From an optimization exercise on the open Yosys and OpenROAD flow, aimed at small area; shortcuts taken in it are not production practice.
Function was checked by simulation only, so behaviour that the tests miss may differ from the original.
Power is estimated from default activity; no workload was simulated.

delta:
## audio_controller
module audio_controller #(
parameter SYSCLK = 50
) (
input           clk,
input           rst,
input  [4:0]    sw_address,
input           sw_read,
input           sw_write,
input           sw_select,
input  [31:0]   sw_wrdata,
output [31:0]   sw_rddata,
input           i2c_SDA_i,
output          i2c_SDA_w,
output          i2c_SDA_o,
output          i2c_SCL_w,
output          i2c_SCL_o,
output          bclk,
output          mclk,
output          daclrc,
output          dacdat,
output          adclrc,
input           adcdat,
input  [31:0]   dac_data_in,
input           dac_data_wr,
output          dac_fifo_full,
output [31:0]   adc_data_out,
input           adc_data_rd,
output          adc_fifo_empty
);
Size in the first run: roughly 460 flip-flops, ~150 I/O pins.
==> flow/config.mk <==
export PLATFORM = sky130hd
export DESIGN_NAME = audio_controller
export DESIGN_NICKNAME = audio_controller
export VERILOG_FILES = /design/flow/design.v
export SDC_FILE = /design/flow/constraint.sdc
export NUM_CORES = 4
export LEC_CHECK = 0
export CAP_MARGIN = 20
export CORE_MARGIN = 2
export CORE_UTILIZATION = 40
export CTS_BUF_LIST = sky130_fd_sc_hd__clkbuf_8
export CTS_CLUSTER_DIAMETER = 60
export CTS_CLUSTER_SIZE = 20
export PLACE_DENSITY = 0.6
export SLEW_MARGIN = 20
==> flow/constraint.sdc <==
create_clock -name core_clock -period 20.0 [get_ports {clk}]
set_input_delay 4.0000 -clock core_clock [delete_from_list [all_inputs] [get_ports {clk}]]
set_output_delay 4.0000 -clock core_clock [all_outputs]
set_load 0.01 [all_outputs]
standard.sh (not shown) runs the stock make flow with config.mk's settings and CLKGATE_MAP_FILE= SYNTH_SCRIPT=/design/flow/synth_recipe.tcl, a recipe that flattens the netlist after the stock synthesis.
==> flow/flow/run.sh <==
#!/bin/bash
# The standard layout, with two changes:
# - the smallest buffer (buf_1) as the port buffer that global placement puts
#   on every input and output;
# - clock tree synthesis without dummy loads.
set -euo pipefail
export BUFFER_PORTS_ARGS="-buffer_cell sky130_fd_sc_hd__buf_1"
export CTS_ARGS="-sink_clustering_enable -repair_clock_nets -dont_use_dummy_load -buf_list sky130_fd_sc_hd__clkbuf_8 -sink_clustering_size 18 -sink_clustering_max_diameter 100"
bash standard.sh finish > standard_flow.log 2>&1
delta: done, clean on timing, DRC and antenna
Input changes introduced in violet (baseline for comparison: delta):
==> flow/flow/run.sh <==
#!/bin/bash
# The standard layout, with the smallest buffer (buf_1) as the port buffer
# that global placement puts on every input and output.
set -euo pipefail
export BUFFER_PORTS_ARGS="-buffer_cell sky130_fd_sc_hd__buf_1"
# downsize gates off the critical paths after global routing
export RECOVER_POWER=100
bash standard.sh finish > standard_flow.log 2>&1
### Flow results
From the logs: violet reached the end of the flow and failed the layout checks with max-capacitance violations, max-slew violations.
From delta to violet the numbers moved as follows: total power per unit cell area picked up an extra about 6%, final standard cell utilization of the core picked up an extra 0.46 points, met3 wire length increased by 12% relative to the old numbers, final setup slack of the worst path lower.
Of violet and delta, it is violet that has the higher max-capacitance violation count.
Against delta, violet comes in 4.9 points higher on clock network fraction of total power.
Looking at global-route usage, violet sits 0.15 points above delta.
Wire: violet routes more than delta
Comparing violet and delta, the lower combinational cell fraction of total power is on violet.
Changes observed in violet relative to delta: layout clock buffer count saw an increase; largest fanout on the critical path now sits higher.


== build 61 ==
audio_controller, a different RTL version from the one above (not shown whole).
For scale: ~930 cells after synthesis, about 450 flip-flops, about 150 I/O pins, ~17000 µm² of cells after synthesis.
Design audio_controller, start of the top module:
module audio_controller #(
parameter SYSCLK = 50
) (
input           clk,
input           rst,
input  [4:0]    sw_address,
input           sw_read,
input           sw_write,
input           sw_select,
input  [31:0]   sw_wrdata,
output [31:0]   sw_rddata,
input           i2c_SDA_i,
output          i2c_SDA_w,
output          i2c_SDA_o,
output          i2c_SCL_w,
output          i2c_SCL_o,
output          bclk,
output          mclk,
output          daclrc,
output          dacdat,
output          adclrc,
input           adcdat,
input  [31:0]   dac_data_in,
input           dac_data_wr,
output          dac_fifo_full,
output [31:0]   adc_data_out,
input           adc_data_rd,
output          adc_fifo_empty
);
==> flow/config.mk <==
export PLATFORM = sky130hd
export DESIGN_NAME = audio_controller
export DESIGN_NICKNAME = audio_controller
export VERILOG_FILES = /design/flow/design.v
export SDC_FILE = /design/flow/constraint.sdc
export NUM_CORES = 4
export LEC_CHECK = 0
export CAP_MARGIN = 20
export CORE_MARGIN = 2
export CORE_UTILIZATION = 70
export PLACE_DENSITY = 0.85
export SLEW_MARGIN = 20
==> flow/constraint.sdc <==
create_clock -name core_clock -period 20.0 [get_ports {clk}]
set_input_delay 4.0000 -clock core_clock [delete_from_list [all_inputs] [get_ports {clk}]]
set_output_delay 4.0000 -clock core_clock [all_outputs]
set_load 0.01 [all_outputs]
==> flow/flow/run.sh <==
#!/bin/bash
# The standard layout, with two changes:
# - the smallest buffer (buf_1) as the port buffer that global placement puts
#   on every input and output;
# - clock tree synthesis without dummy loads.
set -euo pipefail
export BUFFER_PORTS_ARGS="-buffer_cell sky130_fd_sc_hd__buf_1"
export CTS_ARGS="-sink_clustering_enable -repair_clock_nets -dont_use_dummy_load -buf_list sky130_fd_sc_hd__clkbuf_8 -sink_clustering_size 20 -sink_clustering_max_diameter 60"
bash standard.sh finish > standard_flow.log 2>&1
Build 61 finished end to end and its layout was clean on timing, DRC and antenna.
The following lists how build 91 was set up differently from build 61:
Settings: swapping 0.85 for 0.75 in PLACE_DENSITY; swapping 70 for 60 in CORE_UTILIZATION.
Build 91: all stages complete, timing, DRC and antenna checks passed
Build 91 against build 61: sequential share of layout area decreased by 0.22 points relative to the old numbers; clock skew closely matched the old numbers; worst hold margin decreased by 0.060 ns relative to the old numbers; die area increased by 4200 µm² relative to the old numbers; overall via count from detail_route decreased by about 2.3% relative to the old numbers.
Slack of the critical path in build 91 is 0.081 ns below build 61.
As far as net switching power is concerned, build 61 and build 91 perform about the same.
The run showing the greater final standard cell area without fillers is build 91.
Re number of endpoints failing setup at the final stage: no difference whatsoever between build 91 and build 61.
Going from build 61 to build 91, the maximum ir drop on the vdd rail was found to have gone up by 0.0025 mV.
--- input diff build 91..build 80 ---
Settings: changing CORE_UTILIZATION from 60 to 40; changing PLACE_DENSITY from 0.75 to 0.6; setting CTS_BUF_LIST to sky130_fd_sc_hd__clkbuf_8 for the first time; setting CTS_CLUSTER_SIZE to 20 for the first time; setting CTS_CLUSTER_DIAMETER to 60 for the first time.
==> flow/run.sh (new file) <==
#!/bin/bash
# synth_recipe.tcl (not shown) runs the flow's synth.tcl, then flattens the netlist and writes it again
# the make line also repeats each setting of config.mk as NAME=value (left out here)
make -C /OpenROAD-flow-scripts/flow DESIGN_CONFIG=/design/flow/config.mk WORK_HOME=/design/flow/orfs CLKGATE_MAP_FILE= SYNTH_SCRIPT=/design/flow/synth_recipe.tcl finish
removed: flow/flow/run.sh
removed: flow/standard.sh
### Flow results
On portion of the clock cycle consumed by the worst path in the final layout: build 80 sits above build 91. As far as area share of xor/xnor cells in the synthesized design goes, build 80 and build 91 are indistinguishable; the numbers are identical. Between build 80 and build 91, it is build 80 whose highest attainable clock frequency is lower, by about 5%. Count of flip-flops with a built-in enable after synthesis came out exactly the same in build 91 and build 80. Going from build 91 to build 80, area enclosed by the die boundary grew by more than a quarter. Post-synthesis to final-layout area growth: build 80 vs build 91 up 8.6 points.
## Diff of input files: build 17 against build 80
Settings: clearing CTS_BUF_LIST, which used to be sky130_fd_sc_hd__clkbuf_8; swapping 0.6 for 0.85 in PLACE_DENSITY; clearing CTS_CLUSTER_SIZE, which used to be 20; swapping 40 for 70 in CORE_UTILIZATION; clearing CTS_CLUSTER_DIAMETER, which used to be 60.
==> flow/flow/run.sh (new file) <==
#!/bin/bash
# The standard layout, with two changes:
# - the smallest buffer (buf_1) as the port buffer that global placement puts
#   on every input and output;
# - clock tree synthesis without dummy loads.
set -euo pipefail
export BUFFER_PORTS_ARGS="-buffer_cell sky130_fd_sc_hd__buf_1"
export CTS_ARGS="-sink_clustering_enable -repair_clock_nets -dont_use_dummy_load -buf_list sky130_fd_sc_hd__clkbuf_8 -sink_clustering_size 20 -sink_clustering_max_diameter 80"
bash standard.sh finish > standard_flow.log 2>&1
==> flow/standard.sh (new file) <==
#!/bin/bash
# synth_recipe.tcl (not shown) runs the flow's synth.tcl, then flattens the netlist and writes it again
# the make line also repeats each setting of config.mk as NAME=value (left out here)
make -C /OpenROAD-flow-scripts/flow DESIGN_CONFIG=/design/flow/config.mk WORK_HOME=/design/flow/orfs CLKGATE_MAP_FILE= SYNTH_SCRIPT=/design/flow/synth_recipe.tcl "${@:-finish}"
removed: flow/run.sh
Findings:
Compared with build 80, build 17 shows a clock buffer and inverter area fraction after layout that is 1.6 points lower. Between build 17 and build 80, the part of the total power dissipated in combinational logic is lower for build 17. Post-synthesis share of cell area spent on and, or, nand and nor gates came out exactly the same in build 17 and build 80. Summary: with build 80 as the reference, via count in build 17 moved up by a few percent. Taking build 80 as the reference, in build 17 combinational power has decreased; utilization after layout has increased; final worst slack went up; total power fell by 10%; per-cell routed wire length climbed 2.1 µm.
#### Input delta (build 8 over build 17)
Settings: setting CTS_BUF_LIST to sky130_fd_sc_hd__clkbuf_8 for the first time; setting CTS_CLUSTER_DIAMETER to 60 for the first time; setting CTS_CLUSTER_SIZE to 20 for the first time.
==> flow/run.sh (new file) <==
#!/bin/bash
# synth_recipe.tcl (not shown) runs the flow's synth.tcl, then flattens the netlist and writes it again
# the make line also repeats each setting of config.mk as NAME=value (left out here)
make -C /OpenROAD-flow-scripts/flow DESIGN_CONFIG=/design/flow/config.mk WORK_HOME=/design/flow/orfs CLKGATE_MAP_FILE= SYNTH_SCRIPT=/design/flow/synth_recipe.tcl finish
removed: flow/flow/run.sh
removed: flow/standard.sh
Notes after the runs:
The final layout from build 8, which completed every stage, passed the timing, DRC and antenna checks at the end of the flow.
From build 17 to build 8 the numbers moved as follows: combined global-route utilization of all metal layers climbed 1.6 points; worst hold slack shows an increase of 0.036 ns.
Summary: with build 17 as the reference, amount of wire on met2 after detailed routing in build 8 moved up by a few percent.
Lower count of clock-buffer cells in the layout among build 17 and build 8: build 17
Per the comparison of build 8 with build 17, number of global-route vias before repair went up by 279, proportion of cell area occupied by registers decreased 4.0 points, total design power went up about 7%, final area has increased.
Per the comparison of build 8 with build 17, worst reg-to-reg setup slack higher; setup slack after layout lower.

==> what the ideal ports hide <==
Ports are ideal in the flow. The routed layouts listed here were re-timed in OpenROAD.
Step 1 sets driving cells, clkbuf_16 on the clock port and buf_2 on the other inputs (assumed; they add their load-dependent delay and slew).
Step 2 times the ports against the registers' clock, not the clock port: input delays grow and output delays shrink by t, the midpoint of the rising clock arrivals with the driver on.
Three values: no drivers, after step 1, after step 2; two values: the first two.
run	t (ns)	slack for setup (ns)	hold slack, ns
delta	0.646	13.054 / 13.002 / 13.504	0.459 / 0.459 / 0.459
violet	0.633	12.068 / 12.016 / 12.054	0.455 / 0.455 / 0.455
build 61	0.623	13.430 / 13.385 / 13.687	0.398 / 0.398 / 0.398
build 91	0.633	13.350 / 13.301 / 13.744	0.339 / 0.339 / 0.339
build 80	0.632	13.014 / 12.965 / 13.353	0.465 / 0.465 / 0.465
build 17	0.620	13.397 / 13.355 / 13.687	0.407 / 0.407 / 0.407
build 8	0.656	13.043 / 12.996 / 13.221	0.443 / 0.443 / 0.443
For violet, which loses most, drivers alone change the setup slack by -0.052 ns; drivers and shift together by -0.014 ns.
